Background: an optimization exercise with open tools, aiming at small area, a short achievable clock period and few clock cycles. Do not read the settings as production practice. Where RTL was checked, it was by simulation tests only, not by an equivalence proof against the original. The RTL of runs 2 to 4 was laid out without a check of its function. Power and IR drop assume default switching activity.

==> design/flow/design.v <==
module qr_decode(
    input clk,
    input srstn,
    input qr_decode_start,
    input [15:0] sram_rdata,
    output reg [9:0] sram_raddr,
    output reg decode_valid,
    output [7:0] decode_jis8_code,
    output reg qr_decode_finish
);
localparam S_IDLE = 4'd0, S_SCANA = 4'd1, S_SCANB = 4'd2, S_RIGHT = 4'd3,
           S_BLK = 4'd4, S_RING0 = 4'd5, S_RING1 = 4'd6, S_DEC2 = 4'd7,
           S_PROBE = 4'd8, S_ROT = 4'd9, S_DATA = 4'd10, S_DATA0 = 4'd11;
localparam [9:0] ADDR0 = {5'd1, 5'd2};
reg [3:0] state, state_n;
reg [9:0] raddr_n;
reg [3:0] bsel, bsel_n;         
reg [3:0] bselL, bselL_n;       
reg oor, oor_n;                 
reg [15:0] SA;
reg [14:0] SB;
wire srch = (state <= 4'd5);
wire [3:0] hA = SA[15:12];       
wire [3:0] hR = SA[11:8];        
wire [3:0] hC = SA[7:4];         
wire [3:0] hC2 = SA[3:0];
reg [3:0] hA_n, hR_n, hC_n, hC2_n;
reg [2:0] cnt, cnt_n;
wire [7:0] colacc = SB[14:7];
wire [7:0] rowacc = {1'b0, SB[6:0]};
reg [7:0] colacc_n, rowacc_n;
reg [6:0] xa, xa_n, ya, ya_n, xb_n;
wire [6:0] xb = SA[6:0];          
reg sL, sL_n, sR, sR_n;
reg tl, tl_n;
reg [1:0] rot, rot_n;
reg [2:0] m, m_n;
reg [6:0] OX, OX_n, OY, OY_n;      
reg pv1, pv1_n, two1, two1_n, mR1, mR1_n, mL1, mL1_n;
reg [1:0] ft1, ft1_n, tg1, tg1_n;
reg pv, pv_n, two, two_n, mR, mR_n, mL, mL_n;
reg [1:0] ft, ft_n, tg, tg_n;      
wire [4:0] nc = SA[15:11];
wire [4:0] nr = SA[10:6];
wire nh = SA[5];
wire [1:0] late = SA[4:3];
reg [4:0] nc_n, nr_n;
reg nh_n;
reg [1:0] late_n;
wire [8:0] acc = SB[14:6];
wire [2:0] nacc = SA[2:0];
wire [4:0] rem = SB[5:1];
wire gotn = SB[0];
reg [8:0] acc_n;
reg [2:0] nacc_n;
reg [4:0] rem_n;
reg gotn_n, capn, capn_n;
reg valid_n, fin_n;
function [15:0] dec16;
    input [3:0] v;
    dec16 = 16'd1 << v;
endfunction
wire nz = |sram_rdata;
wire pbit = |(sram_rdata & dec16(bsel)) & ~oor;
wire lbit = |(sram_rdata & dec16(bselL));
wire [3:0] wcol = sram_rdata[3:0] | sram_rdata[7:4] | sram_rdata[11:8] | sram_rdata[15:12];
wire [3:0] wrow = {|sram_rdata[15:12], |sram_rdata[11:8], |sram_rdata[7:4], |sram_rdata[3:0]};
reg rt, rt_n;
assign decode_jis8_code = acc[7:0];
wire [8:0] accb = rt ? {8'd0, acc[8]} : acc;
function [2:0] ffs8;   
    input [7:0] v;
    casez (v)
        8'b???????1: ffs8 = 3'd0;
        8'b??????10: ffs8 = 3'd1;
        8'b?????100: ffs8 = 3'd2;
        8'b????1000: ffs8 = 3'd3;
        8'b???10000: ffs8 = 3'd4;
        8'b??100000: ffs8 = 3'd5;
        8'b?1000000: ffs8 = 3'd6;
        default:     ffs8 = 3'd7;
    endcase
endfunction
function [2:0] fls8;   
    input [7:0] v;
    casez (v)
        8'b1???????: fls8 = 3'd7;
        8'b01??????: fls8 = 3'd6;
        8'b001?????: fls8 = 3'd5;
        8'b0001????: fls8 = 3'd4;
        8'b00001???: fls8 = 3'd3;
        8'b000001??: fls8 = 3'd2;
        8'b0000001?: fls8 = 3'd1;
        default:     fls8 = 3'd0;
    endcase
endfunction
function [1:0] mod3;
    input [4:0] v;
    case (v)
        5'd0, 5'd3, 5'd6, 5'd9, 5'd12, 5'd15, 5'd18, 5'd21, 5'd24, 5'd27, 5'd30: mod3 = 2'd0;
        5'd1, 5'd4, 5'd7, 5'd10, 5'd13, 5'd16, 5'd19, 5'd22, 5'd25, 5'd28, 5'd31: mod3 = 2'd1;
        default: mod3 = 2'd2;
    endcase
endfunction
function div3odd;      
    input [4:0] v;
    case (v)
        5'd3, 5'd4, 5'd5, 5'd9, 5'd10, 5'd11, 5'd15, 5'd16, 5'd17,
        5'd21, 5'd22, 5'd23, 5'd27, 5'd28, 5'd29: div3odd = 1'b1;
        default: div3odd = 1'b0;
    endcase
endfunction
function mbit;
    input [2:0] mk;
    input [4:0] r, c;
    reg [1:0] r3, c3;
    reg z3, o3, s3, rc2;
    begin
        r3 = mod3(r);
        c3 = mod3(c);
        z3 = (r3 == 2'd0) || (c3 == 2'd0);
        o3 = (r3 == c3) && !z3;
        s3 = (r3 == 2'd0 && c3 == 2'd0) || (r3[0] && c3[1]) || (r3[1] && c3[0]);
        rc2 = r[0] & c[0];
        case (mk)
            3'd0: mbit = ~(r[0] ^ c[0]);
            3'd1: mbit = ~r[0];
            3'd2: mbit = (c3 == 2'd0);
            3'd3: mbit = s3;
            3'd4: mbit = ~(r[1] ^ div3odd(c));
            3'd5: mbit = ~rc2 & z3;
            3'd6: mbit = ~(rc2 ^ o3);
            default: mbit = ~((r[0] ^ c[0]) ^ o3);
        endcase
    end
endfunction
wire [2:0] fcol = ffs8(colacc);
wire [2:0] lcol = fls8(colacc);
wire [2:0] frow = ffs8(rowacc);
wire [4:0] hRm1 = {hR, 1'b0} - 5'd1;
wire [4:0] hCm1 = {hC, 1'b0} - 5'd1;
wire [6:0] xL_c = {hCm1, 2'b00} + {4'd0, fcol};
wire [6:0] yB_c = {hRm1, 2'b00} + {4'd0, frow};
wire [6:0] xR_c = {hC2, 3'b000} + {4'd0, lcol};
wire [6:0] xR1 = xR_c - 7'd1;
wire [6:0] yB1 = yB_c + 7'd1;
wire [2:0] yLo = {ya[2] ^ hRm1[0], ya[1:0]};
wire [6:0] y0_c = (yLo < frow) ? ya : yB_c;
wire [4:0] c1 = {hA, 1'b0};
wire [4:0] wlo = (c1 <= 5'd14) ? 5'd2 : c1 - 5'd12;
wire [4:0] whi = (c1 >= 5'd18) ? 5'd30 : c1 + 5'd12;
wire [4:0] arow = sram_raddr[9:5];
wire [4:0] acol = sram_raddr[4:0];
wire [4:0] cst = (acol == 5'd30) ? 5'd2 : acol - 5'd18;
wire [9:0] sa_miss = (acol >= 5'd21) ? {arow + 5'd1, cst} : {arow, acol + 5'd10};
wire [4:0] sbrow = (arow <= 5'd7) ? 5'd2 : arow - 5'd5 + {4'd0, ~arow[0]};
wire [9:0] sa_hit = {sbrow, (acol <= 5'd14) ? 5'd2 : acol - 5'd12};
wire [9:0] sb_miss = (acol == whi) ? {arow + 5'd2, wlo} : {arow, acol + 5'd2};
wire [9:0] sb_hit = (acol == 5'd30) ? {arow - 5'd1, 5'd29}
                                    : {arow, (acol >= 5'd18) ? 5'd30 : acol + 5'd12};
wire rdone = (acol[4:1] == hC + 4'd1);
wire [9:0] blk0 = {hRm1, hCm1};
wire [9:0] rt_miss = {arow, acol - 5'd2};
reg [4:0] ncR, nrr;
always @(*) begin
    ncR = nc;
    nrr = nr;
    if (~nc[1]) begin           
        if (nr == 5'd9 && (nc == 5'd24 || nc == 5'd20)) begin
            ncR = nc - 5'd2; nrr = 5'd9;
        end else if (nr == 5'd0) begin
            ncR = nc - 5'd2; nrr = 5'd0;
        end else if (nc == 5'd20 && nr == 5'd21)
            nrr = 5'd15;
        else if (nr == 5'd7)
            nrr = 5'd5;
        else
            nrr = nr - 5'd1;
    end else begin              
        if (nr == 5'd24) begin
            ncR = nc - 5'd2; nrr = 5'd24;
        end else if (nc == 5'd18 && nr == 5'd15)
            nrr = 5'd21;
        else if (nc == 5'd14 && nr == 5'd5)
            nrr = 5'd7;
        else
            nrr = nr + 5'd1;
    end
end
wire lonext = (nc == 5'd16) && (nr >= 5'd17) && (nr <= 5'd21);
wire [1:0] svv = sL ? 2'd2 : 2'd1;    
wire fmt = (nc <= 5'd4);
wire nstr = nc[1] ? strB : strA;
wire [4:0] mc = nh ? nc - 5'd1 : nc;
wire [4:0] ax = rot[0] ? nr : mc;
wire [4:0] ay = rot[0] ? mc : nr;
wire negx = rot[0] ^ rot[1];
wire negy = rot[1];
wire [5:0] vx = sL ? {ax, 1'b0} : {1'b0, ax};
wire [5:0] vy = sL ? {ay, 1'b0} : {1'b0, ay};
wire [6:0] mOX = negx ? ~{1'b0, vx} : {1'b0, vx};
wire [6:0] mOY = negy ? ~{1'b0, vy} : {1'b0, vy};
wire [6:0] pbase = rot[0] ? ya : xa;
wire oc = sL & (pbase[1:0] == (rot[1] ? 2'd3 : 2'd1));
wire [6:0] k24 = sL ? 7'd48 : 7'd24;
wire [6:0] Ox = xa + (negx ? k24 : 7'd0) + {6'd0, oc & ~rot[0]};
wire [6:0] Oy = ya + (negy ? k24 : 7'd0) + {6'd0, oc & rot[0]};
wire [1:0] qlow = rot[0] ? ya[1:0] : xa[1:0];
wire [1:0] qlowB = sL ? qlow : qlow + 2'd2;
wire strA = rot[1] ? ({1'b0, qlow} + {1'b0, svv}) > 3'd3 : qlow < svv;
wire strB = rot[1] ? ({1'b0, qlowB} + {1'b0, svv}) > 3'd3 : qlowB < svv;
reg [1:0] cR3, cL3;
reg cRd, cLd;
always @(*) begin
    case (nc[4:1])
        4'd12: begin cR3 = 2'd0; cRd = 1'b0; cL3 = 2'd2; cLd = 1'b1; end    
        4'd11: begin cR3 = 2'd1; cRd = 1'b1; cL3 = 2'd0; cLd = 1'b1; end    
        4'd10: begin cR3 = 2'd2; cRd = 1'b0; cL3 = 2'd1; cLd = 1'b0; end    
        4'd9:  begin cR3 = 2'd0; cRd = 1'b0; cL3 = 2'd2; cLd = 1'b1; end    
        4'd8:  begin cR3 = 2'd1; cRd = 1'b1; cL3 = 2'd0; cLd = 1'b1; end    
        4'd7:  begin cR3 = 2'd2; cRd = 1'b0; cL3 = 2'd1; cLd = 1'b0; end    
        default: begin cR3 = 2'd0; cRd = 1'b0; cL3 = 2'd2; cLd = 1'b1; end  
    endcase
end
wire [1:0] r3 = mod3(nr);
wire zR = (r3 == 2'd0) || (cR3 == 2'd0);
wire zL = (r3 == 2'd0) || (cL3 == 2'd0);
wire oR = (r3 == cR3) && !zR;
wire oL = (r3 == cL3) && !zL;
wire sR3 = (r3 == 2'd0 && cR3 == 2'd0) || (r3[0] && cR3[1]) || (r3[1] && cR3[0]);
wire sL3 = (r3 == 2'd0 && cL3 == 2'd0) || (r3[0] && cL3[1]) || (r3[1] && cL3[0]);
reg mRc, mLc;
always @(*) begin
    case (m)     
        3'd0: begin mRc = ~nr[0];             mLc = nr[0]; end
        3'd1: begin mRc = ~nr[0];             mLc = ~nr[0]; end
        3'd2: begin mRc = (cR3 == 2'd0);      mLc = (cL3 == 2'd0); end
        3'd3: begin mRc = sR3;                mLc = sL3; end
        3'd4: begin mRc = ~(nr[1] ^ cRd);     mLc = ~(nr[1] ^ cLd); end
        3'd5: begin mRc = zR;                 mLc = ~nr[0] & zL; end
        3'd6: begin mRc = ~oR;                mLc = ~(nr[0] ^ oL); end
        default: begin mRc = ~(nr[0] ^ oR);   mLc = nr[0] ^ oL; end
    endcase
end
wire cinx = (state >= S_DATA) & negx;
wire ciny = (state >= S_DATA) & negy;
wire bsx = (state == S_DEC2 && !tl) || (state == S_PROBE && tl);
wire [8:0] px = {2'b00, bsx ? xb : xa} + {{2{OX[6]}}, OX} + {8'd0, cinx};
wire spaneq = (px[7:0] == {1'b0, xb});
wire [8:0] py = {2'b00, ya} + {{2{OY[6]}}, OY} + {8'd0, ciny};
reg [1:0] lx, ly;
always @(*) begin
    lx = px[1:0];
    ly = py[1:0];
    case (rot)
        2'd0: lx = px[1:0] - svv;
        2'd2: lx = px[1:0] + svv;
        2'd1: ly = py[1:0] - svv;
        default: ly = py[1:0] + svv;
    endcase
end
reg mRl, mLl;
always @(*) begin
    case (tg)
        2'd1: begin mRl = mbit(m, 5'd22, 5'd24); mLl = mbit(m, 5'd22, 5'd23); end
        2'd2: begin mRl = mbit(m, 5'd21, 5'd24); mLl = mbit(m, 5'd21, 5'd23); end
        2'd3: begin mRl = mbit(m, 5'd22, 5'd23); mLl = 1'b0; end
        default: begin mRl = mR; mLl = mL; end
    endcase
end
reg b1, b2;
reg [3:0] tot;
reg [8:0] accs;
reg stage2, issue;
always @(*) begin
    state_n = state;
    raddr_n = {py[6:2], px[6:2]};
    bsel_n = {py[1:0], px[1:0]};
    bselL_n = {ly, lx};
    oor_n = (px[8:7] != 2'b00) || (py[8:7] != 2'b00);
    hA_n = hA; hR_n = hR; hC_n = hC; hC2_n = hC2;
    cnt_n = cnt;
    colacc_n = ((cnt == 3'd0 || cnt == 3'd4) ? 8'd0 : colacc) | (cnt[0] ? {wcol, 4'd0} : {4'd0, wcol});
    rowacc_n = ((cnt == 3'd0 || cnt == 3'd4) ? 8'd0 : rowacc) | (cnt[1] ? {wrow, 4'd0} : {4'd0, wrow});
    xa_n = xa; ya_n = ya; xb_n = xb;
    sL_n = sL; sR_n = sR; tl_n = tl;
    rot_n = rot; m_n = m;
    OX_n = mOX; OY_n = mOY;
    pv1_n = 1'b0;
    two1_n = (nc != 5'd2) && !nh && !nstr;
    ft1_n = !fmt ? 2'd0 : (nc == 5'd2) ? 2'd3 : nh ? 2'd2 : 2'd1;
    mR1_n = nh ? mLc : mRc;
    mL1_n = mLc;
    tg1_n = (late == 2'd0) ? 2'd0 : nh ? 2'd3 : (nr == 5'd22) ? 2'd1 : 2'd2;
    pv_n = 1'b0; two_n = two1; ft_n = ft1; mR_n = mR1; mL_n = mL1; tg_n = tg1;
    late_n = (late != 2'd0) ? late - 2'd1 : 2'd0;
    nc_n = ncR; nr_n = nrr; nh_n = lonext;
    if (fmt) begin
        nr_n = nr; nh_n = 1'b0;
        if (nc == 5'd2)
            nc_n = 5'd4;
        else if (!nh && nstr)
            nh_n = 1'b1;
        else begin
            nc_n = 5'd24; nr_n = 5'd22;
            late_n = 2'd2;
        end
    end else if (!nh && nstr) begin
        nc_n = nc; nr_n = nr; nh_n = 1'b1;
    end
    acc_n = acc; rt_n = rt; nacc_n = nacc; rem_n = rem; gotn_n = gotn; capn_n = 1'b0;
    valid_n = 1'b0; fin_n = 1'b0;
    b1 = 1'b0; b2 = 1'b0; tot = 4'd0; accs = acc;
    stage2 = 1'b0; issue = 1'b0;
    case (state)
    S_IDLE, S_SCANA: begin
        if (state == S_SCANA || qr_decode_start) begin
            hA_n = acol[4:1];
            state_n = S_SCANA;
            raddr_n = sa_miss;
        end
    end
    S_SCANB: begin
        hR_n = arow[4:1];
        hC_n = acol[4:1];
        hC2_n = 4'd15;
        cnt_n = 3'd0;
        raddr_n = sb_miss;
    end
    S_RIGHT: begin
        hC2_n = nz ? acol[4:1] : hC;
        cnt_n = 3'd0;
        if (rdone)
            state_n = S_BLK;
        raddr_n = rdone ? blk0 : rt_miss;
    end
    S_BLK: begin
        cnt_n = cnt + 3'd1;
        if (cnt == 3'd4) begin
            xa_n = xL_c;
            ya_n = yB_c;
        end
        case (cnt)
            3'd0: raddr_n = {hRm1, hC, 1'b0};
            3'd1: raddr_n = {hR, 1'b0, hCm1};
            3'd2: raddr_n = {hR, 1'b0, hC, 1'b0};
            3'd3: raddr_n = {hRm1, hC2, 1'b0};
            3'd4: raddr_n = {hRm1, hC2, 1'b1};
            3'd5: raddr_n = {hR, 1'b0, hC2, 1'b0};
            3'd6: begin
                raddr_n = {hR, 1'b0, hC2, 1'b1};
                OX_n = 7'd1;
                OY_n = 7'd1;
            end
            default: begin
                stage2 = 1'b1;
                state_n = S_RING0;
            end
        endcase
    end
    S_RING0: begin
        sL_n = pbit;
        xb_n = xR_c;
        ya_n = y0_c;
        OX_n = pbit ? 7'd49 : 7'd24;
        raddr_n = {yB1[6:2], xR1[6:2]};
        bsel_n = {yB1[1:0], xR1[1:0]};
        oor_n = 1'b0;
        state_n = S_RING1;
    end
    S_RING1: begin
        state_n = S_DEC2;
        sR_n = pbit;
        if (pbit == sL && spaneq) begin
            cnt_n = 3'd0;
            tl_n = 1'b1;
            OX_n = sL ? 7'd10 : 7'd5;      
            OY_n = sL ? 7'd40 : 7'd20;
        end else if (sL & ~pbit) begin
            tl_n = 1'b1;
            cnt_n = 3'd4;
            OX_n = 7'd49;
            OY_n = 7'd49;
        end else begin
            tl_n = 1'b0;
            cnt_n = 3'd4;
            sL_n = pbit;
            sR_n = sL;
            OX_n = pbit ? 7'h4F : 7'h68;       
            OY_n = pbit ? 7'd49 : 7'd24;
        end
    end
    S_DEC2: begin
        stage2 = 1'b1;
        if (cnt[2]) begin
            state_n = S_PROBE;
            OX_n = 7'h68;                       
            if (!tl) begin
                xa_n = px[6:0];
                xb_n = xa;
            end
        end else begin
            state_n = S_ROT;
            OX_n = sL ? 7'd38 : 7'd19;     
            OY_n = sL ? 7'd40 : 7'd20;
        end
    end
    S_PROBE: begin
        if (pbit)
            rot_n = tl ? 2'd3 : 2'd2;
        else begin
            rot_n = tl ? 2'd2 : 2'd3;
            xa_n = tl ? px[6:0] : xb;
            sL_n = sR;
        end
        state_n = S_DATA0;
    end
    S_ROT: begin
        cnt_n = cnt + 3'd1;
        stage2 = 1'b1;
        OX_n = sL ? 7'd10 : 7'd5;          
        OY_n = sL ? 7'd8 : 7'd4;
        rot_n = (cnt == 3'd0) ? 2'd1 : (cnt == 3'd1) ? 2'd0 : {1'b1, ~pbit};
        state_n = (cnt == 3'd2) ? S_DATA0 : S_ROT;   
    end
    S_DATA0: begin
        stage2 = 1'b1;
        issue = 1'b1;
        xa_n = Ox;
        ya_n = Oy;
        state_n = S_DATA;
    end
    S_DATA: begin
        stage2 = 1'b1;
        issue = 1'b1;
        if (pv) begin
            b1 = pbit;
            b2 = lbit;
            if (ft == 2'd1) begin
                m_n[0] = ~b1;
                if (two) m_n[1] = b2;
            end else if (ft == 2'd2) begin
                m_n[1] = b1;
            end else if (ft == 2'd3) begin
                m_n[2] = ~b1;
            end else begin
                b1 = b1 ^ mRl;
                b2 = b2 ^ mLl;
                accs = two ? {accb[6:0], b1, b2} : {accb[7:0], b1};
                acc_n = accs;
                rt_n = 1'b0;
                tot = {1'b0, nacc} + (two ? 4'd2 : 4'd1);
                nacc_n = tot[2:0];
                if (tot[3]) begin
                    nacc_n = {2'b00, tot[0]};
                    if (tot[0]) begin
                        acc_n = {accs[0], accs[8:1]};
                        rt_n = 1'b1;
                    end
                    if (!gotn) begin
                        gotn_n = 1'b1;
                        capn_n = 1'b1;
                    end else begin
                        valid_n = 1'b1;
                        rem_n = rem - 5'd1;
                        if (rem == 5'd1) fin_n = 1'b1;
                    end
                end
            end
        end
        if (capn) rem_n = decode_jis8_code[4:0];
        if (fin_n) state_n = S_IDLE;
    end
    default: begin
        state_n = S_IDLE;
        raddr_n = ADDR0;
    end
    endcase
    if (state == S_PROBE || state == S_ROT) begin
        nc_n = 5'd2; nr_n = 5'd8; nh_n = 1'b0; late_n = 2'd0;
        nacc_n = 3'd0; gotn_n = 1'b0; rt_n = 1'b0;
    end
    if (issue)
        pv1_n = 1'b1;
    if (stage2)
        pv_n = pv1;
    if (fin_n || (state == S_IDLE && !qr_decode_start))
        raddr_n = ADDR0;
end
wire scanning = (state == S_SCANA) || (state == S_IDLE && qr_decode_start) ||
                (state == S_SCANB) || (state == S_RIGHT);
wire scanhit = nz & scanning;
wire [9:0] raddr_hit = (state == S_SCANB) ? sb_hit : (state == S_RIGHT) ? blk0 : sa_hit;
wire [3:0] state_hit = (state == S_SCANB) ? ((acol == 5'd30) ? S_BLK : S_RIGHT) :
                       (state == S_RIGHT) ? S_BLK : S_SCANB;
wire rothit = pbit & (state == S_ROT);
always @(posedge clk) begin
    if (~srstn) begin
        state <= S_IDLE;
        sram_raddr <= ADDR0;
    end else begin
        state <= scanhit ? state_hit : rothit ? S_DATA0 : state_n;
        sram_raddr <= scanhit ? raddr_hit : raddr_n;
    end
end
always @(posedge clk) begin
    if (~srstn) begin
        decode_valid <= 1'b0;
        qr_decode_finish <= 1'b0;
    end else begin
        decode_valid <= valid_n;
        qr_decode_finish <= fin_n;
    end
end
always @(posedge clk) begin
    bsel <= bsel_n; bselL <= bselL_n; oor <= oor_n;
    cnt <= cnt_n;
    SA <= (state < S_RING0) ? {hA_n, hR_n, hC_n, hC2_n} :
          (state <= S_DEC2) ? {9'd0, xb_n} : {nc_n, nr_n, nh_n, late_n, nacc_n};
    SB <= srch ? {colacc_n, rowacc_n[6:0]} : {acc_n, rem_n, gotn_n};
    xa <= xa_n; ya <= ya_n;
    sL <= sL_n; sR <= sR_n; tl <= tl_n;
    rot <= rot_n; m <= m_n;
    OX <= OX_n; OY <= OY_n;
    pv1 <= pv1_n; two1 <= two1_n; ft1 <= ft1_n; mR1 <= mR1_n; mL1 <= mL1_n; tg1 <= tg1_n;
    pv <= pv_n; two <= two_n; ft <= ft_n; mR <= mR_n; mL <= mL_n; tg <= tg_n;
    capn <= capn_n; rt <= rt_n;
end
endmodule
==> design/flow/flow/run.sh <==
#!/bin/bash
# Layout flow: the standard flow, except that after the standard synthesis
# the combinational logic is mapped again without the adder cells (half and
# full adders), which are slower and larger here than plain gates. Every
# flip-flop instance of the standard synthesis is kept as it is (blackboxed
# during the remap), so the registers keep their names and cell types.
set -euo pipefail
P=${FLOW_PLATFORM:-sky130hd}
R=orfs/results/$P/qr_decode/base
L=orfs/logs/$P/qr_decode/base
YOSYS=${YOSYS_EXE:-$(command -v yosys || echo "$FLOW_HOME/../tools/install/yosys/bin/yosys")}
LIB=$FLOW_HOME/platforms/$P/lib/sky130_fd_sc_hd__tt_025C_1v80.lib

# 1. standard synthesis
bash standard.sh synth > flow_1_synth.log 2>&1

# 2. remap the combinational logic with the same abc command the synthesis used
cp "$R/1_2_yosys.v" flow_std_netlist.v
ABCLINE=$(grep -m1 '^abc -script' "$L/1_2_yosys.log" | sed "s#-script [^ ]*#-script $PWD/flow/abc_remap.script#")
{
  echo "read_liberty -ignore_miss_func $LIB"
  echo "read_verilog flow_std_netlist.v"
  echo "hierarchy -top $FLOW_TOP"
  grep -oE 'sky130_fd_sc_hd__[a-z0-9_]+' flow_std_netlist.v | sort -u | grep -E '__(e?dfx|df|dl|sdf|conb)' | sed 's/^/blackbox /'
  echo "flatten"
  echo "opt_clean"
  echo "$ABCLINE"
  echo "rename -hide w:*.*"
  echo "opt_clean -purge"
  echo "hilomap -singleton -hicell sky130_fd_sc_hd__conb_1 HI -locell sky130_fd_sc_hd__conb_1 LO"
  echo "insbuf -buf sky130_fd_sc_hd__buf_4 A X"
  echo "tee -o flow_remap_stat.txt stat -liberty $LIB"
  echo "write_verilog -noattr -nohex -nodec flow_remapped.v"
} > flow_remap.ys
"$YOSYS" -s flow_remap.ys > flow_2_remap.log 2>&1
# the written netlist, read back against the cell library, must be clean
"$YOSYS" -p "read_liberty -lib $LIB; read_verilog flow_remapped.v; hierarchy -top $FLOW_TOP; check -assert" > flow_2_check.log 2>&1

# the flip-flops must be the standard synthesis's, one for one
grep -oE 'sky130_fd_sc_hd__e?dfx[a-z]*_[0-9]+ [^ ]+' flow_std_netlist.v | sort > flow_ff_std.txt
grep -oE 'sky130_fd_sc_hd__e?dfx[a-z]*_[0-9]+ [^ ]+' flow_remapped.v | sort > flow_ff_new.txt
cmp flow_ff_std.txt flow_ff_new.txt

# 3. the rest of the standard flow from the remapped netlist
cp flow_remapped.v "$R/1_2_yosys.v"
touch "$R/1_2_yosys.v"
bash standard.sh 'BUFFER_PORTS_ARGS=-buffer_cell sky130_fd_sc_hd__buf_4' finish > flow_3_layout.log 2>&1
==> design/flow/flow/abc_remap.script <==
strash
ifraig
dc2
dch -f
map -B 0.9
topo
stime -c
buffer -c
upsize -c
dnsize -c
==> design/flow/standard.sh <==
#!/bin/bash
# synth_recipe.tcl (not shown) runs the flow's synth.tcl, then flattens the netlist and writes it again
# the make line also repeats each setting of config.mk as NAME=value (left out here)
make -C /OpenROAD-flow-scripts/flow DESIGN_CONFIG=/design/flow/config.mk WORK_HOME=/design/flow/orfs CLKGATE_MAP_FILE= SYNTH_SCRIPT=/design/flow/synth_recipe.tcl "${@:-finish}"
==> design/flow/config.mk <==
export PLATFORM = sky130hd
export DESIGN_NAME = qr_decode
export DESIGN_NICKNAME = qr_decode
export VERILOG_FILES = /design/flow/design.v
export SDC_FILE = /design/flow/constraint.sdc
export NUM_CORES = 8
export LEC_CHECK = 0
export ABC_AREA = 1
export ABC_CLOCK_PERIOD_IN_PS = 3000
export CAP_MARGIN = 20
export CORE_MARGIN = 2
export CORE_UTILIZATION = 40
export SETUP_SLACK_MARGIN = 5
export SLEW_MARGIN = 20
export TNS_END_PERCENT = 0
==> design/flow/constraint.sdc <==
create_clock -name core_clock -period 8.0 [get_ports {clk}]
set_input_delay 1.6000 -clock core_clock [delete_from_list [all_inputs] [get_ports {clk}]]
set_output_delay 1.6000 -clock core_clock [all_outputs]
set_load 0.01 [all_outputs]
==> run notes, run 1 <==
DRT iter0 DRCs=1544; WP data arrival=3440 ps; starting density of the core=0.410; H-tree lvl count=4; clock skew=14.8 ps; fraction of layout cells with a size suffix above 1=0.115; Syn Nets=~1600; CORE AREA=24500 µm²; number of buffers created by CTS=17; Cells on Worst Hold Path=0; Slew Viols, Final=0; HP Class=reg2reg; Setup crit start kind=input port; endpoints failing hold=0; # fillers=approximately 2600; WHS Endpoint=ft[1]; Slew HR=0.399; final wirelength=41600 µm; PortBufs=38; grt total ovfl=0; Worst Tran Pin Value=893 ps; hold_ws=325 ps; die width=between 150 and 200 µm; syn_area_per_cell=6.25 µm²; maximum vdd ir drop=0.141 mV; flop2flop setup slack=4930 ps; DP HPWL=32100 µm; routed length per instance=20.9 µm; I/O Pins=39; CTS tree=built; Worst setup EP type=register; die height=162 µm; Power Density=408 nW/µm²; Syn-to-layout area delta=15.8%; start of the worst register-to-register path=SA[4]; Worst EP required=8310 ps; synthesized instance count=1603; crit path max fanout=7; setup tns final=0 ps; number of antenna violations at the first check in global routing=1; post-synthesis cell area=between 10000 and 15000 µm²; CTS Buffer Depth=2; hold path start=ft1[1]; max cap viols=0; First-pass DRT Iterations=6; root buffer cell=clkbuf_16; post-route ant nets=0; Ys Warns=1; clock slew at reported path FFs=70 ps; RSZ-0062 raised after global routing=true; r2r endpoint=cnt[2]; fin nets=1674; clk latency of the worst-skew pair=440 ps; Routability Congestion=1.03; Hold Buf Count CTS=0; reg2reg path depth=16; area of the multi-input gates=6150 µm²; Storage cell area=2830 µm²; first-pass GRT wire length=62100 µm; Rows=57; vias in the first global route=10799; Via-to-Cell Ratio=5.93; # setup viols final=0; min Tclk post-route=3130 ps; Vias=around 12000; Tcrit/Tclk final=0.391; Clock Sink Count=about 110; LEAKAGE=roughly 5.1 nW; drt drc=0; total track usage=0.312; fmax=between 0.3 and 0.4 GHz; outcome=complete, no violations; largest net degree at the start of global routing=19; Die Footprint=26300 µm²; crit path kind=in2reg
## through the flow
step | cells | power (mW) | setup WS (ps) | util | instance area (µm²)
2_1_floorplan | 1603 | 2.89 | 4640 | - | 10100
3_3_place_gp | 1924 | 3.74 | 4020 | 0.433 | 10600
3_5_place_dp | 1924 | 3.74 | 3980 | 0.433 | 10600
4_1_cts | 1978 | 4.60 | 4870 | 0.467 | 11400
5_1_grt | 1992 | 5.04 | 4740 | 0.474 | 11600
6_report | 1993 | 4.74 | 4870 | 0.474 | 11600
## per-layer routing
layer,global-route usage,share of wire
met1,0.405,0.40
met5,0,0
met4,0.173,0.064
met3,0.0735,0.11
met2,0.478,0.43
## worst max-delay path by stage
stage / start / end / slack, ps / depth (start not counted)
floorplan: sram_rdata[5] / sram_raddr[1] / 4640 / 12
global placement: sram_rdata[3] / sram_raddr[1] / 4020 / 13
detailed placement: sram_rdata[3] / sram_raddr[1] / 3980 / 13
CTS: sram_rdata[3] / sram_raddr[1] / 4870 / 14
global route: state[2] / cnt[2] / 4740 / 23
finish: sram_rdata[3] / sram_raddr[1] / 4870 / 14
## registers in the layout, indices dropped and copies added (netlist names), 2 cells and up
register / flops
m: 3
cnt: 3
tg: 2
ft: 2
SB: 15
xa: 7
ft1: 2
rot: 2
SA: 16
OY: 7
tg1: 2
bsel: 4
sram_raddr: 10
ya: 7
bselL: 4
state: 4
OX: 7
## repair_timing
action	CTS	global route
gates cloned	1	0
setup buffers	21	14
endpoints found under the setup margin	59	54
pin swaps	3	4
endpoints found under the hold margin	0	0
resized for setup	25	22
## power breakdown
part           switching, mW  leakage (nW)  internal [mW]
clock network          0.339         0.288          0.443
logic                   1.89          3.84          0.869
registers              0.307         0.993          0.891
## critical path, stage by stage
cell and delay (ps):
buf_4 130, nor4_4 270, inv_2 80, nor4_4 260
buf_6 170, inv_2 70, o21ai_4 120, clkinv_4 110
nor2_4 120, inv_2 50, nor4_1 150, o21ai_1 100
o21ai_1 90, o211ai_1 100
## area by class of cell
| cell class | count | share of cell area |
|---|---|---|
| Tap cell | 324 | 0.0349 |
| Sequential cell | 113 | 0.244 |
| Antenna cell | 1 | 0.000216 |
| Clock buffer | 17 | 0.0367 |
| Timing Repair inverter | 1 | 0.000431 |
| Timing Repair Buffer | 83 | 0.0541 |
| Inverter | 258 | 0.0857 |
| Clock inverter | 15 | 0.0139 |
| Multi-Input combinational cell | 1181 | 0.530 |
## cells in the final DEF, fill, tap and decap left out, types with 4 or more instances in the layout
master        n
a211oi_1      6
a21oi_1      91
a221oi_1      6
a22oi_1       4
a311oi_1      5
a31oi_1       9
buf_4        80
clkbuf_16    17
clkinv_1      5
clkinvlp_4    6
dfxtp_1      53
edfxtp_1     56
inv_1       237
inv_2         8
inv_6         7
inv_8         4
nand2_1     341
nand2_2       8
nand3_1      91
nand4_1      22
nor2_1      187
nor2_2        8
nor2_4        6
nor3_1       30
nor4_1       11
o2111ai_1     9
o211ai_1     25
o21ai_0     154
o21ai_1      10
o221ai_1     21
o22ai_1      23
o311ai_0      7
o31ai_1       4
o32ai_1       5
o41ai_1       4
or2_2        11
xnor2_1       9
xor2_1       30
Testbench counts, summed over its fixed seeds: cycles 38,111.
==> run 2, diff against run 1 <==
--- a/design/flow/design.v
+++ b/design/flow/design.v
@@ -37,8 +37,13 @@
 reg [2:0] m, m_n;
 reg [6:0] OX, OX_n, OY, OY_n;      
 reg pv1, pv1_n, two1, two1_n, mR1, mR1_n, mL1, mL1_n;
+reg k11, k11_n, k31, k31_n, qd1, qd1_n;    
 reg [1:0] ft1, ft1_n, tg1, tg1_n;
 reg pv, pv_n, two, two_n, mR, mR_n, mL, mL_n;
+reg k1, k1_n, k3, k3_n, qd, qd_n;
+reg [3:0] cache, cache_n;        
+reg xp, xp_n;                    
+reg mLp, mLp_n;                  
 reg [1:0] ft, ft_n, tg, tg_n;      
 wire [4:0] nc = SA[15:11];
 wire [4:0] nr = SA[10:6];
@@ -61,7 +66,15 @@
     dec16 = 16'd1 << v;
 endfunction
 wire nz = |sram_rdata;
-wire pbit = |(sram_rdata & dec16(bsel)) & ~oor;
+wire [1:0] dbk = qd ? (sL ? 2'd2 : 2'd3) : (sL ? 2'd2 : 2'd1);
+wire [3:0] bselP = rot[0] ? {bsel[3:2], bsel[1:0] + dbk} : {bsel[3:2] + dbk, bsel[1:0]};
+wire [3:0] bselE = (k3 && pv) ? bselP : bsel;
+wire pbit = |(sram_rdata & dec16(bselE)) & ~oor;
+wire [1:0] ridx = rot[0] ? bsel[1:0] : bsel[3:2];
+wire cbit = cache[ridx];
+wire [3:0] cline = rot[0] ? sram_rdata[{bsel[3:2], 2'b00} +: 4]
+                          : {sram_rdata[{2'b11, bsel[1:0]}], sram_rdata[{2'b10, bsel[1:0]}],
+                             sram_rdata[{2'b01, bsel[1:0]}], sram_rdata[{2'b00, bsel[1:0]}]};
 wire lbit = |(sram_rdata & dec16(bselL));
 wire [3:0] wcol = sram_rdata[3:0] | sram_rdata[7:4] | sram_rdata[11:8] | sram_rdata[15:12];
 wire [3:0] wrow = {|sram_rdata[15:12], |sram_rdata[11:8], |sram_rdata[7:4], |sram_rdata[3:0]};
@@ -191,7 +204,7 @@
 wire [1:0] svv = sL ? 2'd2 : 2'd1;    
 wire fmt = (nc <= 5'd4);
 wire nstr = nc[1] ? strB : strA;
-wire [4:0] mc = nh ? nc - 5'd1 : nc;
+wire [4:0] mc = (nh || xp) ? nc - 5'd1 : nc;
 wire [4:0] ax = rot[0] ? nr : mc;
 wire [4:0] ay = rot[0] ? mc : nr;
 wire negx = rot[0] ^ rot[1];
@@ -242,6 +255,15 @@
         default: begin mRc = ~(nr[0] ^ oR);   mLc = nr[0] ^ oL; end
     endcase
 end
+wire plain1 = ~nc[1] ? !(nr == 5'd9 && (nc == 5'd24 || nc == 5'd20)) && nr != 5'd0 &&
+                       !(nc == 5'd20 && nr == 5'd21) && nr != 5'd7
+                     : nr != 5'd24 && !(nc == 5'd18 && nr == 5'd15) && !(nc == 5'd14 && nr == 5'd5);
+wire rneg = rot[0] ^ rot[1];
+wire [1:0] svr = sL ? {nr[0], 1'b0} : nr[1:0];
+wire [1:0] rlow = (rot[0] ? xa[1:0] : ya[1:0]) + (rneg ? -svr : svr);
+wire qdpos = nc[1] ^ rneg;           
+wire rsame = qdpos ? ({1'b0, rlow} + {1'b0, svv}) <= 3'd3 : rlow >= svv;
+wire crossok = plain1 && !lonext && rsame;
 wire cinx = (state >= S_DATA) & negx;
 wire ciny = (state >= S_DATA) & negy;
 wire bsx = (state == S_DEC2 && !tl) || (state == S_PROBE && tl);
@@ -287,14 +309,18 @@
     rot_n = rot; m_n = m;
     OX_n = mOX; OY_n = mOY;
     pv1_n = 1'b0;
-    two1_n = (nc != 5'd2) && !nh && !nstr;
+    two1_n = ((nc != 5'd2) && !nh && !nstr) || (xp && !fmt);
+    k11_n = !fmt && !xp && !nh && nstr;
+    k31_n = !fmt && xp;
+    qd1_n = qdpos;
+    mLp_n = mLc;
     ft1_n = !fmt ? 2'd0 : (nc == 5'd2) ? 2'd3 : nh ? 2'd2 : 2'd1;
-    mR1_n = nh ? mLc : mRc;
-    mL1_n = mLc;
+    mR1_n = xp ? mLp : nh ? mLc : mRc;
+    mL1_n = xp ? mRc : mLc;
     tg1_n = (late == 2'd0) ? 2'd0 : nh ? 2'd3 : (nr == 5'd22) ? 2'd1 : 2'd2;
-    pv_n = 1'b0; two_n = two1; ft_n = ft1; mR_n = mR1; mL_n = mL1; tg_n = tg1;
+    pv_n = 1'b0; two_n = two1; k1_n = k11; k3_n = k31; qd_n = qd1; cache_n = cache; ft_n = ft1; mR_n = mR1; mL_n = mL1; tg_n = tg1;
     late_n = (late != 2'd0) ? late - 2'd1 : 2'd0;
-    nc_n = ncR; nr_n = nrr; nh_n = lonext;
+    nc_n = ncR; nr_n = nrr; nh_n = lonext; xp_n = 1'b0;
     if (fmt) begin
         nr_n = nr; nh_n = 1'b0;
         if (nc == 5'd2)
@@ -305,8 +331,12 @@
             nc_n = 5'd24; nr_n = 5'd22;
             late_n = 2'd2;
         end
-    end else if (!nh && nstr) begin
-        nc_n = nc; nr_n = nr; nh_n = 1'b1;
+    end else if (xp || (!nh && nstr)) begin
+        if (crossok && (late == 2'd0)) begin
+            nc_n = nc; nr_n = nrr; nh_n = 1'b0; xp_n = 1'b1;
+        end else begin
+            nc_n = nc; nr_n = nr; nh_n = 1'b1;
+        end
     end
     acc_n = acc; rt_n = rt; nacc_n = nacc; rem_n = rem; gotn_n = gotn; capn_n = 1'b0;
     valid_n = 1'b0; fin_n = 1'b0;
@@ -435,7 +465,8 @@
         issue = 1'b1;
         if (pv) begin
             b1 = pbit;
-            b2 = lbit;
+            b2 = k3 ? cbit : lbit;
+            if (k1) cache_n = cline;
             if (ft == 2'd1) begin
                 m_n[0] = ~b1;
                 if (two) m_n[1] = b2;
@@ -477,7 +508,7 @@
     end
     endcase
     if (state == S_PROBE || state == S_ROT) begin
-        nc_n = 5'd2; nr_n = 5'd8; nh_n = 1'b0; late_n = 2'd0;
+        nc_n = 5'd2; nr_n = 5'd8; nh_n = 1'b0; late_n = 2'd0; xp_n = 1'b0;
         nacc_n = 3'd0; gotn_n = 1'b0; rt_n = 1'b0;
     end
     if (issue)
@@ -522,8 +553,8 @@
     sL <= sL_n; sR <= sR_n; tl <= tl_n;
     rot <= rot_n; m <= m_n;
     OX <= OX_n; OY <= OY_n;
-    pv1 <= pv1_n; two1 <= two1_n; ft1 <= ft1_n; mR1 <= mR1_n; mL1 <= mL1_n; tg1 <= tg1_n;
-    pv <= pv_n; two <= two_n; ft <= ft_n; mR <= mR_n; mL <= mL_n; tg <= tg_n;
+    pv1 <= pv1_n; two1 <= two1_n; k11 <= k11_n; k31 <= k31_n; qd1 <= qd1_n; ft1 <= ft1_n; mR1 <= mR1_n; mL1 <= mL1_n; tg1 <= tg1_n;
+    pv <= pv_n; two <= two_n; k1 <= k1_n; k3 <= k3_n; qd <= qd_n; cache <= cache_n; xp <= xp_n; mLp <= mLp_n; ft <= ft_n; mR <= mR_n; mL <= mL_n; tg <= tg_n;
     capn <= capn_n; rt <= rt_n;
 end
 endmodule
--- a/design/flow/flow/run.sh
+++ b/design/flow/flow/run.sh
@@ -16,7 +16,7 @@
 
 # 2. remap the combinational logic with the same abc command the synthesis used
 cp "$R/1_2_yosys.v" flow_std_netlist.v
-ABCLINE=$(grep -m1 '^abc -script' "$L/1_2_yosys.log" | sed "s#-script [^ ]*#-script $PWD/flow/abc_remap.script#")
+ABCLINE=$(grep -m1 '^abc -script' "$L/1_2_yosys.log")
 {
   echo "read_liberty -ignore_miss_func $LIB"
   echo "read_verilog flow_std_netlist.v"
--- a/design/flow/config.mk
+++ b/design/flow/config.mk
@@ -10,6 +10,7 @@
 export CAP_MARGIN = 20
 export CORE_MARGIN = 2
 export CORE_UTILIZATION = 40
+export PLACE_DENSITY = 0.7
 export SETUP_SLACK_MARGIN = 5
 export SLEW_MARGIN = 20
 export TNS_END_PERCENT = 0
removed: design/flow/flow/abc_remap.script
==> run 2 against run 1 <==
Net effect: global-route usage decreased by 1.4 points; cell area increased by 12%; first-iteration DRC count increased by 33%; synthesized cell count increased by 19%; largest cell class unchanged; register-to-register slack about the same; largest power group unchanged; critical endpoint is now SA[6]; via count increased by 15%.
==> run notes, run 2 <==
outcome=complete, no violations; first-pass GRT wire length=69500 µm; number of buffers created by CTS=17; crit path from=rot[1]; fmax=0.327 GHz; DP HPWL=35800 µm; reg2reg path depth=12; start of the worst register-to-register path=rot[1]; dpl cell area=12000 µm²; max reg flops=16; setup tns final=0 ps; RSZ-0062 raised after global routing=true; crit path max fanout=13; Via-to-Cell Ratio=5.86; Power Density=411 nW/µm²; DRT iter0 DRCs=between 2000 and 2500; WHS Endpoint=mR; maximum vdd ir drop=roughly 0.21 mV; max cap viols=0; Ys Warns=1; Worst Setup Slack, final=just under 5000 ps; Regs by FF count=SA x16, SB x15, sram_raddr x10; Vias=13616; Worst Setup Slack post-DPL=between 4000 and 5000 ps; I/O Pins=39; post-synthesis cell area=11500 µm²; Rows=61; min Tclk post-route=3060 ps; Clock Sink Count=125; routed length per instance=slightly below 20 µm; hold path start=mR1; Worst EP required=8110 ps; Slew Viols, Final=0; root buffer cell=clkbuf_16; CORE AREA=28000 µm²; Slew HR=0.306; clk latency of the worst-skew pair=450 ps; most frequent cells in the layout=nand2_1, inv_1, nor2_1; Worst setup EP type=register; Syn Nets=1922; Worst Tran Pin Value=around 1000 ps; syn_area_per_cell=about 6 µm²; most used routing layer=met2; synthesized instance count=1903; flop2flop setup slack=4940 ps; GRT met2 Usage=0.455; met3 Usage GRT=0.0542; die height=173 µm; diodes inserted=0; Syn-to-layout area delta=13.2%; Pwr Total=5.33 mW; post-route cell area=13000 µm²; Core Util, Final=0.463; fin nets=between 1500 and 2000; starting density of the core=0.409; # fillers=2949; Setup crit start kind=register; Top reg by flops=SA; endpoints failing hold=0; post-route ant nets=0; largest net degree at the start of global routing=35; fraction of layout cells with a size suffix above 1=0.0987; WP data arrival=approximately 3200 ps; vias in the first global route=about 12000; Tcrit/Tclk final=0.383; Cells on Worst Hold Path=0; HP Class=reg2reg; CTS Buffer Depth=2; drt drc=0; clock slew at reported path FFs=70 ps; commonest non-fill, non-tap cell in the layout=nand2_1; clock skew=17.4 ps; die width=about 170 µm; number of antenna violations at the first check in global routing=1; H-tree lvl count=4; total track usage=0.298; met1 usage=0.394; PortBufs=38; grt total ovfl=0; CTS tree=built; First-pass DRT Iterations=7; Die Footprint=30000 µm²; Routability Congestion=1.01; r2r endpoint=SA[6]; # setup viols final=0; LEAKAGE=between 5 and 6 nW; crit path kind=reg2reg; final wirelength=roughly 46000 µm
## run 2: repair_timing
action | 4_1_cts | 5_1_grt
pin swaps | 2 | 6
resized for setup | 21 | 33
setup buffers | 11 | 14
hold buffers | 0 | 0
gates cloned | 1 | 0
endpoints found under the setup margin | 87 | 61
## run 2: how the worst max path moves through the flow
stage	to	slack, ps	cells past startpoint
3_5_place_dp	cnt[2]	4210	14
2_1_floorplan	sram_raddr[0]	4950	12
5_1_grt	sram_raddr[0]	4810	13
4_1_cts	cnt[2]	4970	20
6_report	SA[6]	4940	12
3_3_place_gp	cnt[2]	4220	17
## run 2: area by class of cell
type	count	area [µm²]	share of cell area
Timing Repair inverter	1	5.00	0.000386
Clock inverter	15	178	0.0137
Tap cell	378	473	0.0365
Multi-Input combinational cell	1431	7120	0.549
Sequential cell	125	3110	0.240
Timing Repair Buffer	71	553	0.0427
Inverter	285	1100	0.0847
Clock buffer	17	425	0.0328
## run 2: report_power, final
group          total (mW)  switching [mW]  leakage, nW  internal (mW)
clock network       0.825           0.375        0.300          0.451
registers            1.33           0.353         1.09          0.975
logic                3.17            2.19         4.55          0.981
total                5.33            2.92         5.94           2.41
## run 2: layer usage
layer  part of all wire  vias up
met5                  0        -
met4              0.059        0
met3               0.10      145
met2               0.43      886
met1               0.41     6171
li1                   -     6414
## run 2: stage by stage
stage | hold WS [ps] | instances
final | 329 | 2323
after global routing | 339 | 2323
after CTS | 329 | 2309
after detailed placement | 312 | 2265
after global placement | 312 | 2265
after floorplan | 310 | 1903
## run 2: critical path: stages (launching register included)
cell	delay, ps
edfxtp_1	460
clkinvlp_4	310
nand2_1	150
nand2_2	140
o21ai_0	220
xor2_1	240
xor2_1	210
nor2_1	60
o21ai_0	240
nand3_1	220
nand2_1	100
inv_1	80
nor4_1	290
==> run 3, diff against run 2 <==
--- a/design/flow/config.mk
+++ b/design/flow/config.mk
@@ -10,7 +10,7 @@
 export CAP_MARGIN = 20
 export CORE_MARGIN = 2
 export CORE_UTILIZATION = 40
-export PLACE_DENSITY = 0.7
+export PLACE_DENSITY = 0.6
 export SETUP_SLACK_MARGIN = 5
 export SLEW_MARGIN = 20
 export TNS_END_PERCENT = 0
==> run 3 against run 2 <==
Net effect: sequential power hardly changed; critical path type is now in2reg; routed wire length rose by 4.7%; clock power about the same; critical path depth is 1 lower; still clean.
==> run notes, run 3 <==
CORE AREA=28000 µm²; Buffers & Inverters on Critical Path=1; Setup crit start kind=input port; PortBufs=38; post-route ant nets=0; fraction of layout cells with a size suffix above 1=0.103; starting density of the core=0.409; Top reg by flops=SA; Syn Nets=a little under 2000; root buffer cell=clkbuf_16; max incr delay on CP=560 ps; synthesized instance count=between 1500 and 2000; die width=173 µm; Power Density=between 400 and 500 nW/µm²; Inst Count DP=2265; total track usage=0.313; Worst Setup Slack, final=4840 ps; endpoints failing hold=0; Hold Buf Count CTS=0; Tcrit/Tclk final=0.395; min Tclk post-route=3160 ps; Finished Layout Cells=2333; largest net degree at the start of global routing=33; WP data arrival=3520 ps; Worst EP required=between 8000 and 9000 ps; Sw Ratio=0.544; clock slew at reported path FFs=70 ps; number of buffers created by CTS=17; sw power=approximately 2.9 mW; vias in the first global route=12266; DP HPWL=roughly 37000 µm; syn_area_per_cell=6.02 µm²; Worst setup EP type=register; RSZ-0062 raised after global routing=true; clock network fraction of total power=0.154; fin nets=1961; outcome=complete, no violations; First-pass DRT Iterations=6; sequential share of power=0.243; # setup viols final=0; commonest non-fill, non-tap cell in the layout=nand2_1; dpl cell area=approximately 12000 µm²; crit path kind=in2reg; diodes inserted=0; most frequent cells in the layout=nand2_1, inv_1, nor2_1; CTS tree=built; drt drc=0; final wirelength=~48000 µm; Slew HR=0.286; CTS Buffer Depth=2; Rows=61; I/O Pins=39; HP Class=reg2reg; Worst Setup Slack post-DPL=4220 ps; combinational power share=0.604; Slew Viols, Final=0; H-tree lvl count=4; CP max-delay cell=nor2_1; setup tns final=0 ps; Worst Tran Pin Value=1060 ps; clock skew=between 10 and 15 ps; clk latency of the worst-skew pair=440 ps; max reg flops=16; post-synthesis cell area=11500 µm²; die height=approximately 170 µm; maximum vdd ir drop=0.148 mV; post-route cell area=13100 µm²; Syn-to-layout area delta=14.3%; Vias=between 10000 and 15000; cell family with most CP delay=simple AND/OR/NAND/NOR gates; Routability Congestion=approximately 1; Regs by FF count=SA x16, SB x15, sram_raddr x10; routed length per instance=between 20 and 25 µm; max cap viols=0; critical-path cell list=buf_4, nor2_1, nor2_1, nand2_1, o21ai_0, o21ai_0, o2111ai_1, nor2_1, o21ai_0, nand2_1, a21oi_1; fmax=approximately 0.32 GHz; Die Footprint=30000 µm²; crit path max fanout=7; Via-to-Cell Ratio=between 5 and 6; first-pass GRT wire length=72800 µm; LEAKAGE=about 6.0 nW; Pwr Total=5.39 mW; number of antenna violations at the first check in global routing=0; # fillers=2996; DRT iter0 DRCs=1882; internal power=around 2.5 mW; grt total ovfl=0; Clock Sink Count=125; Ys Warns=1
-- run 3: routing by layer --
metal	global-route usage	wire length, µm	up-vias
met5	0	0	-
met2	0.497	21100	750
met4	0.145	2710	0
met1	0.417	20200	6224
li1	-	-	6420
met3	0.0511	4180	148
-- run 3: stage by stage --
stage	util	hold WS, ps
after floorplan	-	310
after global placement	0.429	311
after detailed placement	0.429	312
after CTS	0.457	316
after global routing	0.468	331
final	0.468	319
-- run 3: worst paths after layout --
path	startpoint	to	slack (ps)	cells past startpoint
hold reg to reg	ft1[0]	ft[0]	320	0
setup reg to reg	SA[6]	SA[6]	4990	10
setup / recovery	qr_decode_start	sram_raddr[2]	4840	11
hold / removal	ft1[0]	ft[0]	320	0
-- run 3: layout make-up --
type / count / area (µm²) / share of cell area
multi-input combinational: 1431 / 7140 / 0.545
sequential: 125 / 3120 / 0.238
inverter: 285 / 1110 / 0.0847
timing repair buffer: 81 / 641 / 0.0489
clock buffer: 21 / 493 / 0.0376
tap: 378 / 473 / 0.0361
clock inverter: 11 / 115 / 0.00879
timing repair inverter: 1 / 5.00 / 0.000382
-- run 3: repair_timing --
action	CTS	global route
gates resized for setup	22	34
cloned	1	0
setup endpoints to repair	71	70
endpoints found under the hold margin	0	0
pin swaps	3	8
buffers inserted	13	22
-- run 3: power by group through the flow --
stage               sequential [mW]  clock (mW)  combinational, mW
global route                   1.34       0.855               3.56
detailed placement             1.34           0               2.94
floorplan                      1.11           0               2.21
global placement               1.35           0               2.94
finish                         1.31       0.828               3.26
CTS                            1.32       0.831               3.04
==> run 4, diff against run 3 <==
--- a/design/flow/flow/run.sh
+++ b/design/flow/flow/run.sh
@@ -16,7 +16,7 @@
 
 # 2. remap the combinational logic with the same abc command the synthesis used
 cp "$R/1_2_yosys.v" flow_std_netlist.v
-ABCLINE=$(grep -m1 '^abc -script' "$L/1_2_yosys.log")
+ABCLINE=$(grep -m1 '^abc -script' "$L/1_2_yosys.log" | sed "s#-script [^ ]*#-script $PWD/flow/abc_remap.script#")
 {
   echo "read_liberty -ignore_miss_func $LIB"
   echo "read_verilog flow_std_netlist.v"
==> design/flow/flow/abc_remap.script (new file) <==
strash
ifraig
dc2
dch -f
map -B 0.9
topo
stime -c
buffer -c
upsize -c
dnsize -c
--- a/design/flow/config.mk
+++ b/design/flow/config.mk
@@ -10,7 +10,6 @@
 export CAP_MARGIN = 20
 export CORE_MARGIN = 2
 export CORE_UTILIZATION = 40
-export PLACE_DENSITY = 0.6
 export SETUP_SLACK_MARGIN = 5
 export SLEW_MARGIN = 20
 export TNS_END_PERCENT = 0
==> run 4 against run 3 <==
Net effect: non-clock buffer count rose by 25; flip-flop and latch count did not move; still clean; combinational power fell by 9.8%; critical endpoint is now sram_raddr[6].
==> run notes, run 4 <==
outcome=complete, no violations; clock slew at reported path FFs=around 70 ps; drt drc=0; die height=around 170 µm; H-tree lvl count=4; crit path kind=in2reg; CP max-delay cell=nor4_4; largest net degree at the start of global routing=30; Die Footprint=28900 µm²; endpoints failing hold=0; max incr delay on CP=380 ps; diodes inserted=0; clk latency of the worst-skew pair=between 400 and 500 ps; Worst setup EP type=register; First-pass DRT Iterations=6; Via-to-Cell Ratio=6.01; number of antenna violations at the first check in global routing=1; Vias=roughly 13000; post-synthesis cell area=11000 µm²; Worst Tran Pin Value=994 ps; CORE AREA=27000 µm²; DP HPWL=between 30000 and 40000 µm; vias in the first global route=11833; CTS tree=built; Clock Sink Count=125; Routability Congestion=roughly 1; min Tclk post-route=3080 ps; RSZ-0062 raised after global routing=true; commonest non-fill, non-tap cell in the layout=nand2_1; post-route ant nets=0; clock skew=15.2 ps; crit path max fanout=7; die width=between 150 and 200 µm; starting density of the core=0.408; Worst EP required=8360 ps; CTS Buffer Depth=2; cell family with most CP delay=simple AND/OR/NAND/NOR gates; root buffer cell=clkbuf_16; Ys Warns=1; PortBufs=38; total track usage=0.318; Rows=60; Top reg by flops=SA; first-pass GRT wire length=69900 µm; WP data arrival=3430 ps; DRT iter0 DRCs=1962; critical-path cell list=buf_4, nor4_4, inv_2, nor2_4, nand3_4, o21ai_4, inv_4, nor2_1, o21ai_0, nand2_1, nor2_1, inv_2, nand2_1, a41oi_1; number of buffers created by CTS=17; fin nets=1891; fraction of layout cells with a size suffix above 1=0.136; grt total ovfl=0; LEAKAGE=just under 6 nW; Slew HR=0.331; I/O Pins=39; maximum vdd ir drop=roughly 0.16 mV; # setup viols final=0; Power Density=383 nW/µm²; fmax=approximately 0.33 GHz; HP Class=reg2reg; most frequent cells in the layout=nand2_1, inv_1, nor2_1; setup tns final=0 ps; synthesized instance count=1806; Syn Nets=1825; Regs by FF count=SA x16, SB x15, sram_raddr x10; max cap viols=0; Inst Count DP=2131; Setup crit start kind=input port; Tcrit/Tclk final=0.385; Slew Viols, Final=0; max reg flops=16; routed length per instance=21.0 µm; final wirelength=about 47000 µm; Finished Layout Cells=2226; syn_area_per_cell=around 6.1 µm²; Syn-to-layout area delta=18.6%; Buffers & Inverters on Critical Path=4
## run 4: layout make-up
| type | instances | area, µm² |
|---|---|---|
| clock inverters | 15 | 144 |
| clock buffers | 17 | 425 |
| inverters | 278 | 1080 |
| fillers | 2744 | 14000 |
| well taps | 341 | 427 |
| multi-input cells | 1342 | 6980 |
| repair inverters | 2 | 10.0 |
| flip-flops and latches | 125 | 3120 |
| repair buffers | 106 | 886 |
## run 4: layer usage
layer  track usage  wire length [µm]
met1         0.440             19200
met2         0.483             20000
met3        0.0670              5440
met4         0.127              2160
met5             0                 0
## run 4: repair_timing
action | in CTS | in global routing
cloned | 2 | 2
endpoints found under the setup margin | 84 | 89
pin swaps | 2 | 17
setup buffers | 16 | 43
gates resized for setup | 21 | 106
hold buffers | 0 | 0
## run 4: worst reg2reg max path: stages (launching register included)
cell and delay [ps]:
edfxtp_1 620, nor2_1 290, inv_1 150, nand2_1 150, nand2_1 70, nand3_1 80, nor2_1 40, nand2_1 190
nor2_1 140, inv_1 190, nand2_1 140, nor4_1 300, o311ai_0 310, nand2_1 140, o2111ai_1 100
## run 4: power breakdown
group          switching [mW]  internal (mW)  total, mW
registers               0.325          0.959       1.28
logic                    1.99          0.956       2.94
clock network           0.359          0.413      0.773
total                    2.67           2.33       5.00
## run 4: worst paths after layout
check	start	endpoint	slack, ps	depth (start not counted)
min	two1	two	330	0
max reg2reg	SA[4]	sram_raddr[5]	4950	14
max	sram_rdata[10]	sram_raddr[6]	4920	14
min reg2reg	two1	two	330	0
## run 4: per-stage QoR
stage | utilization | worst slack (ps) | area (µm²) | power [mW] | hold WS (ps)
6_report | 0.484 | 4920 | 13100 | 5.00 | 327
5_1_grt | 0.484 | 4830 | 13100 | 5.31 | 332
4_1_cts | 0.457 | 4720 | 12400 | 4.64 | 326
3_5_place_dp | 0.428 | 3700 | 11600 | 3.80 | 312
3_3_place_gp | 0.428 | 3780 | 11600 | 3.82 | 312
2_1_floorplan | - | 4760 | 11100 | 2.94 | 310

==> afterwards: timing with drivers on the ports <==
No port has a modelled driver above. Below, the same layouts with a new extraction and two added sets of constraints.
Step 1 assumes that a clkbuf_16 drives the clock port and a buf_2 every other input.
Step 2, shift: input delay + t, output delay - t, t = (earliest + latest rising clock arrival at the registers) / 2. This alone moves slack from input paths to output paths.
Slacks: ideal / step 1 / step 2; pairs: ideal / step 1.
run | shift t [ns] | setup slack, ns | worst setup path after step 2 | worst slew at a driven data input, ns | cell pins on the clock port's net
run 1 | 0.479 | 4.870 / 4.891 / 4.412 | input to register | 0.05 | 1
run 2 | 0.490 | 4.939 / 4.939 / 4.516 | input to register | 0.03 | 1
run 3 | 0.482 | 4.837 / 4.864 / 4.381 | input to register | 0.04 | 1
run 4 | 0.482 | 4.923 / 4.943 / 4.461 | input to register | 0.08 | 1
After both steps every run listed still meets setup and hold. The setup slack of run 4, which loses most, moves by +0.020 ns with the drivers and by -0.462 ns with both steps.
